Background: an optimization exercise with open tools, aiming at small area, a short achievable clock period and few clock cycles per item. Do not read the settings as production practice.
At most, simulation tests tie the RTL to the original design; equivalence was not proved.

==> job 6408: inputs <==
## phase_ctrl
module phase_ctrl(
                  input             clk,
                  input             resetn,
                  input             i2c_wr,
                  input  [15:0]     i2c_wdata,
                  input  [3:0]      i2c_addr,
                  input             fifo_empty,
                  input  [17:0]     fifo_rdata,
                  output            fifo_rden,
                  output     [17:0] fifo_wdata,
                  output            fifo_wren,
                  input             fifo_almost_full
                 );
==> module phase_ctrl, before the edit <==
module phase_ctrl(
                  input             clk,
                  input             resetn,
                  input             i2c_wr,
                  input  [15:0]     i2c_wdata,
                  input  [3:0]      i2c_addr,
                  input             fifo_empty,
                  input  [17:0]     fifo_rdata,
                  output            fifo_rden,
                  output     [17:0] fifo_wdata,
                  output            fifo_wren,
                  input             fifo_almost_full
                 );
localparam NX = 69;
wire [23:0] enc_a, enc_b;
genvar k;
generate
    for (k = 0; k < 8; k = k + 1) begin : benc
        wire hi  = i2c_wdata[2*k+1];
        wire mid = i2c_wdata[2*k];
        wire lo  = (k == 0) ? 1'b0 : i2c_wdata[(k == 0) ? 0 : 2*k-1];
        wire one = mid ^ lo;
        wire two = (hi & ~mid & ~lo) | (~hi & mid & lo);
        assign enc_a[3*k+2:3*k] = {hi, two, one};
        assign enc_b[3*k+2:3*k] = {~hi, two, one};
    end
endgenerate
reg [23:0] ae;   
reg [23:0] be;   
always @(posedge clk or negedge resetn) begin
    if (!resetn) begin
        ae <= 24'h001000;
        be <= 24'h925924;
    end else if (i2c_wr) begin
        if (i2c_addr == 4'd0) ae <= enc_a;
        if (i2c_addr == 4'd1) be <= enc_b;
    end
end
reg [8:0] sr;
reg [2:0] credit;        
reg       hv;            
reg       adv;           
wire mid = |sr[4:0];
wire ov = |sr[8:3];      
wire can_wr = |credit;
wire idle = ~|sr;
assign fifo_rden = (adv & mid) | (adv & ~fifo_empty);
assign fifo_wren = ov & can_wr;
wire       ov_n = adv ? |sr[7:2] : ov;
wire [2:0] credit_n = (fifo_almost_full ? (idle ? 3'd0 : credit) : 3'd6) - {2'b00, fifo_wren};
always @(posedge clk or negedge resetn) begin
    if (!resetn) begin
        sr <= 9'd0;
        hv <= 1'b0;
    end else if (adv) begin
        sr <= {sr[7:0], ~mid & ~fifo_empty};
        if (sr[6]) hv <= 1'b1;
    end
end
always @(posedge clk or negedge resetn) begin
    if (!resetn) begin
        credit <= 3'd0;
        adv <= 1'b1;
    end else begin
        credit <= credit_n;
        adv <= ~ov_n | (|credit_n);
    end
end
reg  [15:0]   W;
reg  [15:0]   H0, H1, H2, H3, H4;
reg  [NX-1:0] X;
reg  [15:0]   Y, D;
wire [NX-1:0] x_n;
wire [15:0]   y_n;
wire        rot = sr[1] | sr[2] | sr[3] | sr[5] | sr[6];
wire [15:0] P = H0 & {16{hv}};
mac_s1 s1(.ae(ae), .be(be), .W(W), .P(P), .x(x_n));
mac_s2 s2(.x(X), .y(y_n));
always @(posedge clk) begin
    if (adv) begin
        W <= fifo_rdata[15:0];
        X <= x_n;
        Y <= y_n;
        D <= Y;
        if (rot) begin
            H0 <= H1;
            H1 <= H2;
            H2 <= H3;
            H3 <= H4;
            H4 <= W;
        end
    end
end
assign fifo_wdata = sr[3] ? {2'b01, fifo_rdata[15:0]} :
                    (sr[4] | sr[5] | sr[6]) ? {2'b00, D} :
                    {sr[8], 1'b0, Y};
endmodule
export LEC_CHECK = 0
export ABC_CLOCK_PERIOD_IN_PS = 3600
export CAP_MARGIN = 20
export CORE_MARGIN = 2
export CORE_UTILIZATION = 40
export CTS_CLUSTER_DIAMETER = 100
export CTS_CLUSTER_SIZE = 25
export SETUP_SLACK_MARGIN = 4.3
export SLEW_MARGIN = 20
export TNS_END_PERCENT = 10
create_clock -name core_clock -period 8.0 [get_ports {clk}]
standard.sh (not shown) runs the stock make flow with config.mk's settings and CLKGATE_MAP_FILE= SYNTH_SCRIPT=/design/flow/synth_recipe.tcl, a recipe that flattens the netlist after the stock synthesis.
==> flow/flow/run.sh <==
#!/bin/bash
# Own flow: the standard flow (standard.sh) with two extra netlist steps
# between Yosys and the rest of the layout.  Only combinational cells change;
# the registers are Yosys's own, with their names and cell types.
#  1. fa_polarity.py removes inverters around the full-adder cells: a full
#     adder fed complemented inputs computes complemented outputs.
#  2. remap.py + ABC (area.abc) re-map the plain logic for area, keeping the
#     flip-flops, full/half adders and tie cells as they are.
# The ports are buffered with the smallest buffer cell (buffer_ports
# -buffer_cell) instead of the delay cell buffer_ports picks by itself.
# Each step is proved equivalent to its input netlist (check_eq.ys); a step
# whose proof fails is dropped.
set -euo pipefail
W=$PWD
RES=$W/orfs/results/sky130hd/phase_ctrl/base
YOSYS=$FLOW_HOME/../tools/install/yosys/bin/yosys
LIB=$FLOW_HOME/platforms/sky130hd/lib/sky130_fd_sc_hd__tt_025C_1v80.lib

check() {  # check GOLD GATE LOG
    sed -e "s#LIBFILE#$LIB#" -e "s#GOLDFILE#$1#" -e "s#GATEFILE#$2#" flow/check_eq.ys > $3.ys
    "$YOSYS" -q $3.ys > $3.log 2>&1
}

bash standard.sh $RES/1_2_yosys.v > synth.log 2>&1
cp $RES/1_2_yosys.v $W/netlist_yosys.v
CUR=$W/netlist_yosys.v

if python3 flow/fa_polarity.py $CUR $W/netlist_fapol.v > fa_polarity.log 2>&1 &&
   check $CUR $W/netlist_fapol.v check_fapol; then
    CUR=$W/netlist_fapol.v
    echo "fa_polarity: used" >> fa_polarity.log
else
    echo "fa_polarity: dropped" >> fa_polarity.log
fi

if python3 flow/remap.py $LIB $CUR $W/netlist_remap.v $W/flow/area.abc > remap_run.ys 2> remap_py.log &&
   "$YOSYS" -q remap_run.ys > remap.log 2>&1 &&
   check $CUR $W/netlist_remap.v check_remap; then
    CUR=$W/netlist_remap.v
    echo "remap: used" >> remap.log
else
    echo "remap: dropped" >> remap.log
fi

cp $CUR $RES/1_2_yosys.v
bash standard.sh finish BUFFER_PORTS_ARGS="-buffer_cell sky130_fd_sc_hd__buf_1" > layout.log 2>&1
Other scripts of this flow, unchanged in this note and not shown: flow/flow/area.abc, flow/flow/check_eq.ys, flow/flow/fa_polarity.py, flow/flow/remap.py
==> job 6112 (differences from job 6408) <==
--- a/flow/design.v
+++ b/flow/design.v
@@ -741,14 +741,18 @@
 reg [2:0] credit;        
 reg       hv;            
 reg       adv;           
+reg       rd_okn;        
+reg       rd_gon;        
 wire mid = |sr[4:0];
 wire ov = |sr[8:3];      
 wire can_wr = |credit;
 wire idle = ~|sr;
-assign fifo_rden = (adv & mid) | (adv & ~fifo_empty);
+assign fifo_rden = ~(rd_gon & (rd_okn | fifo_empty));    
 assign fifo_wren = ov & can_wr;
 wire       ov_n = adv ? |sr[7:2] : ov;
 wire [2:0] credit_n = (fifo_almost_full ? (idle ? 3'd0 : credit) : 3'd6) - {2'b00, fifo_wren};
+wire       adv_n = ~ov_n | (|credit_n);
+wire       mid_n = adv ? (|sr[3:0]) | (~mid & ~fifo_empty) : mid;
 always @(posedge clk or negedge resetn) begin
     if (!resetn) begin
         sr <= 9'd0;
@@ -762,9 +766,13 @@
     if (!resetn) begin
         credit <= 3'd0;
         adv <= 1'b1;
+        rd_okn <= 1'b0;
+        rd_gon <= 1'b1;
     end else begin
         credit <= credit_n;
-        adv <= ~ov_n | (|credit_n);
+        adv <= adv_n;
+        rd_okn <= ~adv_n;
+        rd_gon <= ~(adv_n & mid_n);
     end
 end
 reg  [15:0]   W;
--- a/flow/config.mk
+++ b/flow/config.mk
@@ -13,4 +13,3 @@
 export CTS_CLUSTER_SIZE = 25
 export SETUP_SLACK_MARGIN = 4.3
 export SLEW_MARGIN = 20
-export TNS_END_PERCENT = 10
==> comparison table <==
| item | job 6112 | job 6408 |
|---|---|---|
| Outcome | finished clean | finished clean |
| Depth of the worst register-to-register path | 16 | 8 |
| WHS | 0.406 ns | 0.416 ns |
| Initial core utilization | 40.7% | 40.7% |
| Synth Net Count | 1,691 | 1,685 |
| Floorplan die area | 0.0469 mm² | 0.0469 mm² |
| Pin slew with the least headroom to its limit | 1.05 ns | 0.996 ns |
| Largest net degree at the start of global routing | 84 | 79 |
| Number of global-route vias before repair | 12,349 | 12,099 |
| Largest fanout of any net on the critical path | 4 | 8 |
| Multi-input logic portion of the cell area | 51.2% | 51.6% |
| Die X-Extent | 217 µm | 217 µm |
| Total number of vias | 11,929 | 11,822 |
| Layout Area Growth over Synthesis | 12.5% | 11.5% |
| Total placed instance area | 0.0192 mm² | 0.0192 mm² |
| Multi-input combinational cell area | 0.0104 mm² | 0.0104 mm² |
| Die height | 217 µm | 217 µm |
| Mean cell area of the mapped netlist | 12.8 µm² | 12.9 µm² |
| Area of all sequential standard cells | 0.00755 mm² | 0.00750 mm² |
| M1 wire length | 20,600 µm | 20,500 µm |
Testbench counts of job 6408, summed over its fixed seeds: cycles 2,336, frames 384.
Function not checked in job 6112: the RTL went through the layout flow alone.

-- static timing again, ports no longer ideal --
Ports are ideal in the flow. The routed layouts listed here were re-timed in OpenROAD.
Step 1 sets driving cells, clkbuf_16 on the clock port and buf_2 on the other inputs (assumed; they add their load-dependent delay and slew).
Step 2 also shifts input and output timing later by t, the mid clock arrival at the registers, as if the neighbouring blocks saw the same clock.
a / b / c = ideal / step 1 / step 2; a / b = the first two.
run	t (ns)	setup WS [ns]	hold slack, ns	latest minus earliest clock arrival (ns)	worst slew at a driven data input, ns
job 6408	0.573	4.261 / 4.247 / 4.247	0.416 / 0.416 / 0.416	0.022 / 0.022	0.04
job 6112	0.585	4.210 / 4.210 / 4.210	0.406 / 0.406 / 0.406	0.026 / 0.025	0.03
After both steps every run listed still meets setup and hold. The setup slack of job 6408, which loses most, moves by -0.014 ns with the drivers and by -0.014 ns with both steps.
